This design comes from an exercise in tuning for small area on the open sky130 flow, not from production work.
In this exercise RTL edits were held to simulation tests only and were not proved equivalent to the original.
Power figures rest on the tool's default switching activity, not on a simulated workload.

==> inputs of job 1215 <==
==> flow/design.v (excerpt) <==
module Processor(
    input  clock,
    input  reset,
    input  [4:0] Interrupts,             
    input  NMI,                          
    input  [31:0] DataMem_In,
    input  DataMem_Ready,
    output DataMem_Read,
    output [3:0]  DataMem_Write,         
    output [29:0] DataMem_Address,       
    output [31:0] DataMem_Out,
    input  [31:0] InstMem_In,
    output [29:0] InstMem_Address,       
    input  InstMem_Ready,
    output InstMem_Read,
    output [7:0] IP                      
    );
clock: 25.0 ns
lec_check: 0
cap_margin: 20
core_margin: 2
core_utilization: 40
slew_margin: 20
run.sh (not shown) runs the stock make flow with config.mk's settings and CLKGATE_MAP_FILE= SYNTH_SCRIPT=/design/flow/synth_recipe.tcl, a recipe that flattens the netlist after the stock synthesis.
==> job 441 (differences from job 1215) <==
--- a/flow/design.v
+++ b/flow/design.v
@@ -566,23 +566,24 @@
         for (k = 0; k < 32; k = k + 1) Sh_In[k]  = Sh_Left ? B[31-k]    : B[k];
         for (k = 0; k < 32; k = k + 1) Sh_Out[k] = Sh_Left ? Sh_R[31-k] : Sh_R[k];
     end
     wire Mul_Signed = op_mult | op_madd | op_msub | op_mul;
     wire Mul_Acc    = op_madd | op_maddu | op_msub | op_msubu;
     wire Mul_Sub    = op_msub | op_msubu;
-    wire [63:0] Mul_Addend = ph0 ? 64'd0 : ((Mul_Acc ? HILO : 64'd0) ^ {64{Mul_Sub}});
+    wire [63:0] Mul_Addend = (Mul_Acc & ~ph0) ? HILO : 64'd0;
     wire [63:0] Mac_Sum;
     Mul2 Multiplier (
         .clock  (clock),
         .ph0    (ph0),
         .A      ({Mul_Signed & A[31], A}),
         .B      ({Mul_Signed & B[31], B}),
+        .Negate (Mul_Sub),
         .Addend (Mul_Addend),
         .Sum    (Mac_Sum)
     );
-    wire [63:0] Mac_Result = Mac_Sum ^ {64{Mul_Sub}};
+    wire [63:0] Mac_Result = Mac_Sum;
     assign BZero = (B == 32'h00000000);
     always_comb begin
         case (Operation)
             AluOp_Add   : Result = AddSub_Result;
             AluOp_Addu  : Result = AddSub_Result;
             AluOp_And   : Result = A & B;
@@ -633,16 +634,12 @@
     Add #(.W(32)) DivSub (.A({HI[30:0], LO[31]}), .B(div_denom ^ {32{~div_dneg}}), .Cin(~div_dneg), .S(Div_Diff), .Cout(Div_NoBorrow));
     wire Div_Ok = Div_NoBorrow;
     always_ff @(posedge clock) begin
         if (reset) begin
             div_fsm    <= 1'b0;
             div_active <= 1'b0;
-            div_cycle  <= 5'd0;
-            div_neg    <= 1'b0;
-            div_dneg   <= 1'b0;
-            div_denom  <= 32'd0;
         end
         else if (Div_Start) begin
             div_fsm    <= 1'b1;
             div_active <= 1'b1;
             div_cycle  <= 5'd31;
             div_neg    <= op_div & (A[31] ^ B[31]);
@@ -1452,12 +1449,13 @@
 endmodule
 module Mul2(
     input  clock,
     input  ph0,               
     input  [32:0] A,          
     input  [32:0] B,          
+    input  Negate,            
     input  [63:0] Addend,     
     output [63:0] Sum
     );
     reg  [48:0] PL;
     wire [48:0] xr = ph0 ? 49'd0 : PL;
     wire [63:0] ad = Addend;
@@ -1465,13 +1463,13 @@
     wire [18:0] yx = {y[16], y, 1'b0};
     wire [34:0] a1 = {A[32], A[32], A};
     wire [34:0] a2 = {A[32], A, 1'b0};
     wire [8:0] neg, one, two;
     genvar g, h;
     generate for (g = 0; g < 9; g = g + 1) begin : enc
-        assign neg[g] = yx[2*g+2];
+        assign neg[g] = yx[2*g+2] ^ Negate;    
         assign one[g] = yx[2*g+1] ^ yx[2*g];
         assign two[g] = (yx[2*g+2] & ~yx[2*g+1] & ~yx[2*g]) | (~yx[2*g+2] & yx[2*g+1] & yx[2*g]);
     end endgenerate
     wire [34:0] pp0_v;
     generate for (h = 0; h < 35; h = h + 1) begin : sel0
         assign pp0_v[h] = ((one[0] & a1[h]) | (two[0] & a2[h])) ^ neg[0];
@@ -2709,20 +2707,20 @@
         M_MemByte       <= (reset) ? 1'b0  : ((M_Stall) ? M_MemByte                                       : EX_MemByte);
         M_MemHalf       <= (reset) ? 1'b0  : ((M_Stall) ? M_MemHalf                                       : EX_MemHalf);
         M_MemSignExtend <= (reset) ? 1'b0  : ((M_Stall) ? M_MemSignExtend                                 : EX_MemSignExtend);
         M_Left          <= (reset) ? 1'b0  : ((M_Stall) ? M_Left                                          : EX_Left);
         M_Right         <= (reset) ? 1'b0  : ((M_Stall) ? M_Right                                         : EX_Right);
         M_KernelMode    <= (reset) ? 1'b0  : ((M_Stall) ? M_KernelMode                                    : EX_KernelMode);
-        M_RestartPC     <= (reset) ? 32'b0 : ((M_Stall) ? M_RestartPC                                     : EX_RestartPC);
+        M_RestartPC     <= ((M_Stall) ? M_RestartPC                                     : EX_RestartPC);
         M_IsBDS         <= (reset) ? 1'b0  : ((M_Stall) ? M_IsBDS                                         : EX_IsBDS);
         M_Trap          <= (reset) ? 1'b0  : ((M_Stall) ? M_Trap          : ((EX_Stall | EX_Flush) ? 1'b0 : EX_Trap));
         M_TrapCond      <= (reset) ? 1'b0  : ((M_Stall) ? M_TrapCond                                      : EX_TrapCond);
         M_M_CanErr      <= (reset) ? 1'b0  : ((M_Stall) ? M_M_CanErr      : ((EX_Stall | EX_Flush) ? 1'b0 : EX_M_CanErr));
-        M_ALU_Result    <= (reset) ? 32'b0 : ((M_Stall) ? M_ALU_Result                                    : EX_ALU_Result);
-        M_ReadData2     <= (reset) ? 32'b0 : ((M_Stall) ? M_ReadData2                                     : EX_ReadData2);
-        M_RtRd          <= (reset) ? 5'b0  : ((M_Stall) ? M_RtRd                                          : EX_RtRd);
+        M_ALU_Result    <= ((M_Stall) ? M_ALU_Result                                    : EX_ALU_Result);
+        M_ReadData2     <= ((M_Stall) ? M_ReadData2                                     : EX_ReadData2);
+        M_RtRd          <= ((M_Stall) ? M_RtRd                                          : EX_RtRd);
     end
 endmodule
 `timescale 1ns / 1ps
 module Hazard_Detection(
     input  [7:0] DP_Hazards,
     input  [4:0] ID_Rs,
@@ -2904,23 +2902,23 @@
         EX_MemSignExtend  <= (reset) ? 1'b0  : ((EX_Stall) ? EX_MemSignExtend                                 : ID_MemSignExtend);
         EX_Left           <= (reset) ? 1'b0  : ((EX_Stall) ? EX_Left                                          : ID_Left);
         EX_Right          <= (reset) ? 1'b0  : ((EX_Stall) ? EX_Right                                         : ID_Right);
         EX_RegWrite       <= (reset) ? 1'b0  : ((EX_Stall) ? EX_RegWrite      : ((ID_Stall | ID_Flush) ? 1'b0 : ID_RegWrite));
         EX_MemtoReg       <= (reset) ? 1'b0  : ((EX_Stall) ? EX_MemtoReg                                      : ID_MemtoReg);
         EX_ReverseEndian  <= (reset) ? 1'b0  : ((EX_Stall) ? EX_ReverseEndian                                 : ID_ReverseEndian);
-        EX_RestartPC      <= (reset) ? 32'b0 : ((EX_Stall) ? EX_RestartPC                                     : ID_RestartPC);
+        EX_RestartPC      <= ((EX_Stall) ? EX_RestartPC                                     : ID_RestartPC);
         EX_IsBDS          <= (reset) ? 1'b0  : ((EX_Stall) ? EX_IsBDS                                         : ID_IsBDS);
         EX_Trap           <= (reset) ? 1'b0  : ((EX_Stall) ? EX_Trap          : ((ID_Stall | ID_Flush) ? 1'b0 : ID_Trap));
         EX_TrapCond       <= (reset) ? 1'b0  : ((EX_Stall) ? EX_TrapCond                                      : ID_TrapCond);
         EX_EX_CanErr      <= (reset) ? 1'b0  : ((EX_Stall) ? EX_EX_CanErr     : ((ID_Stall | ID_Flush) ? 1'b0 : ID_EX_CanErr));
         EX_M_CanErr       <= (reset) ? 1'b0  : ((EX_Stall) ? EX_M_CanErr      : ((ID_Stall | ID_Flush) ? 1'b0 : ID_M_CanErr));
-        EX_ReadData1      <= (reset) ? 32'b0 : ((EX_Stall) ? EX_ReadData1                                     : ID_ReadData1);
-        EX_ReadData2      <= (reset) ? 32'b0 : ((EX_Stall) ? EX_ReadData2                                     : ID_ReadData2);
-        EX_SignExtImm_pre <= (reset) ? 17'b0 : ((EX_Stall) ? EX_SignExtImm_pre                                : ID_SignExtImm);
-        EX_Rs             <= (reset) ? 5'b0  : ((EX_Stall) ? EX_Rs                                            : ID_Rs);
-        EX_Rt             <= (reset) ? 5'b0  : ((EX_Stall) ? EX_Rt                                            : ID_Rt);
+        EX_ReadData1      <= ((EX_Stall) ? EX_ReadData1                                     : ID_ReadData1);
+        EX_ReadData2      <= ((EX_Stall) ? EX_ReadData2                                     : ID_ReadData2);
+        EX_SignExtImm_pre <= ((EX_Stall) ? EX_SignExtImm_pre                                : ID_SignExtImm);
+        EX_Rs             <= ((EX_Stall) ? EX_Rs                                            : ID_Rs);
+        EX_Rt             <= ((EX_Stall) ? EX_Rt                                            : ID_Rt);
         EX_WantRsByEX     <= (reset) ? 1'b0  : ((EX_Stall) ? EX_WantRsByEX    : ((ID_Stall | ID_Flush) ? 1'b0 : ID_WantRsByEX));
         EX_NeedRsByEX     <= (reset) ? 1'b0  : ((EX_Stall) ? EX_NeedRsByEX    : ((ID_Stall | ID_Flush) ? 1'b0 : ID_NeedRsByEX));
         EX_WantRtByEX     <= (reset) ? 1'b0  : ((EX_Stall) ? EX_WantRtByEX    : ((ID_Stall | ID_Flush) ? 1'b0 : ID_WantRtByEX));
         EX_NeedRtByEX     <= (reset) ? 1'b0  : ((EX_Stall) ? EX_NeedRtByEX    : ((ID_Stall | ID_Flush) ? 1'b0 : ID_NeedRtByEX));
         EX_KernelMode     <= (reset) ? 1'b0  : ((EX_Stall) ? EX_KernelMode                                    : ID_KernelMode);
     end
@@ -2941,15 +2939,15 @@
     output reg [31:0] ID_RestartPC,
     output reg ID_IsBDS,
     output reg ID_IsFlushed
     );
     always_ff @(posedge clock) begin
         ID_Instruction <= (reset) ? 32'b0 : ((ID_Stall) ? ID_Instruction : ((IF_Stall | IF_Flush) ? 32'b0 : IF_Instruction));
-        ID_PCAdd4      <= (reset) ? 32'b0 : ((ID_Stall) ? ID_PCAdd4                                       : IF_PCAdd4);
+        ID_PCAdd4      <= ((ID_Stall) ? ID_PCAdd4                                       : IF_PCAdd4);
         ID_IsBDS       <= (reset) ? 1'b0  : ((ID_Stall) ? ID_IsBDS                                        : IF_IsBDS);
-        ID_RestartPC   <= (reset) ? 32'b0 : ((ID_Stall | IF_IsBDS) ? ID_RestartPC                         : IF_PC);
+        ID_RestartPC   <= ((ID_Stall | IF_IsBDS) ? ID_RestartPC                         : IF_PC);
         ID_IsFlushed   <= (reset) ? 1'b0  : ((ID_Stall) ? ID_IsFlushed                                    : IF_Flush);
     end
 endmodule
 `timescale 1ns / 1ps
 import mips_pkg::*;
 module MemControl(
@@ -2988,13 +2986,13 @@
     assign EXC_AdEL = MemRead  & (EXC_KernelMem | EXC_Word | EXC_Half);
     assign EXC_AdES = MemWrite & (EXC_KernelMem | EXC_Word | EXC_Half);
     reg  [29:0] LLSC_Address;
     reg  LLSC_Atomic;
     wire LLSC_MemWrite_Mask;
     always_ff @(posedge clock) begin
-        LLSC_Address <= (reset) ? 30'b0 : (MemRead & LLSC) ? Address[31:2] : LLSC_Address;
+        LLSC_Address <= (MemRead & LLSC) ? Address[31:2] : LLSC_Address;
     end
     always_ff @(posedge clock) begin
         if (reset) begin
             LLSC_Atomic <= 1'b0;
         end
         else if (MemRead) begin
@@ -3126,14 +3124,14 @@
     output reg WB_RegWrite,
     output reg [31:0] WB_WriteData,
     output reg [4:0]  WB_RtRd
     );
     always_ff @(posedge clock) begin
         WB_RegWrite  <= (reset) ? 1'b0  : ((WB_Stall) ? WB_RegWrite  : ((M_Stall | M_Flush) ? 1'b0 : M_RegWrite));
-        WB_WriteData <= (reset) ? 32'b0 : ((WB_Stall) ? WB_WriteData : M_WriteData);
-        WB_RtRd      <= (reset) ? 5'b0  : ((WB_Stall) ? WB_RtRd      : M_RtRd);
+        WB_WriteData <= ((WB_Stall) ? WB_WriteData : M_WriteData);
+        WB_RtRd      <= ((WB_Stall) ? WB_RtRd      : M_RtRd);
     end
 endmodule
 `timescale 1ns / 1ps
 module Mux2 #(parameter WIDTH = 32)(
     input  sel,
     input  [(WIDTH-1):0] in0, in1,
Settings changed: CORE_UTILIZATION 40 to 55.
==> summary of the runs <==
Against job 1215, the register-to-register slack of job 441 is lower by 490 ps.
Sequential power: job 1215 is smaller than job 441 (7.9%).
Between job 1215 and job 441, the lower maximum frequency is in job 441 (gap 2.0%, measured against job 441).
Against job 1215, the total power of job 441 is larger by about 5.4%.
Against job 1215, the synthesized cell count of job 441 is lower by 18%.
Against job 1215, the non-clock buffer count of job 441 is lower by 74.
Against job 441, the first-iteration DRC count of job 1215 is larger by about 17%.
In job 1215 the clock skew is higher than in job 441, by 41 ps.

separate check: timing with driven ports:
No port has a modelled driver above. Below, the same layouts with a new extraction and two added sets of constraints. Step 1 (the two cells are an assumption about what drives the block):
set clk [get_ports {clock}]
set_driving_cell -lib_cell sky130_fd_sc_hd__clkbuf_16 $clk
set_driving_cell -lib_cell sky130_fd_sc_hd__buf_2 [delete_from_list [all_inputs] $clk]
Step 2 times the ports against the registers' clock, not the clock port: input delays grow and output delays shrink by t, the midpoint of the rising clock arrivals with the driver on. Slacks: ideal ports / drivers / drivers and shift; pairs: ideal ports / drivers.
| run | t, ns | slack for setup (ns) | worst setup path at the end | clock arrival spread, ns | cell pins on the clock port's net |
|---|---|---|---|---|---|
| job 1215 | 1.016 | 1.192 / 1.192 / 1.192 | register to register | 0.116 / 0.116 | 1 |
| job 441 | 0.972 | 0.705 / 0.705 / 0.705 | register to register | 0.079 / 0.079 | 1 |
After both steps every run listed still meets setup and hold.
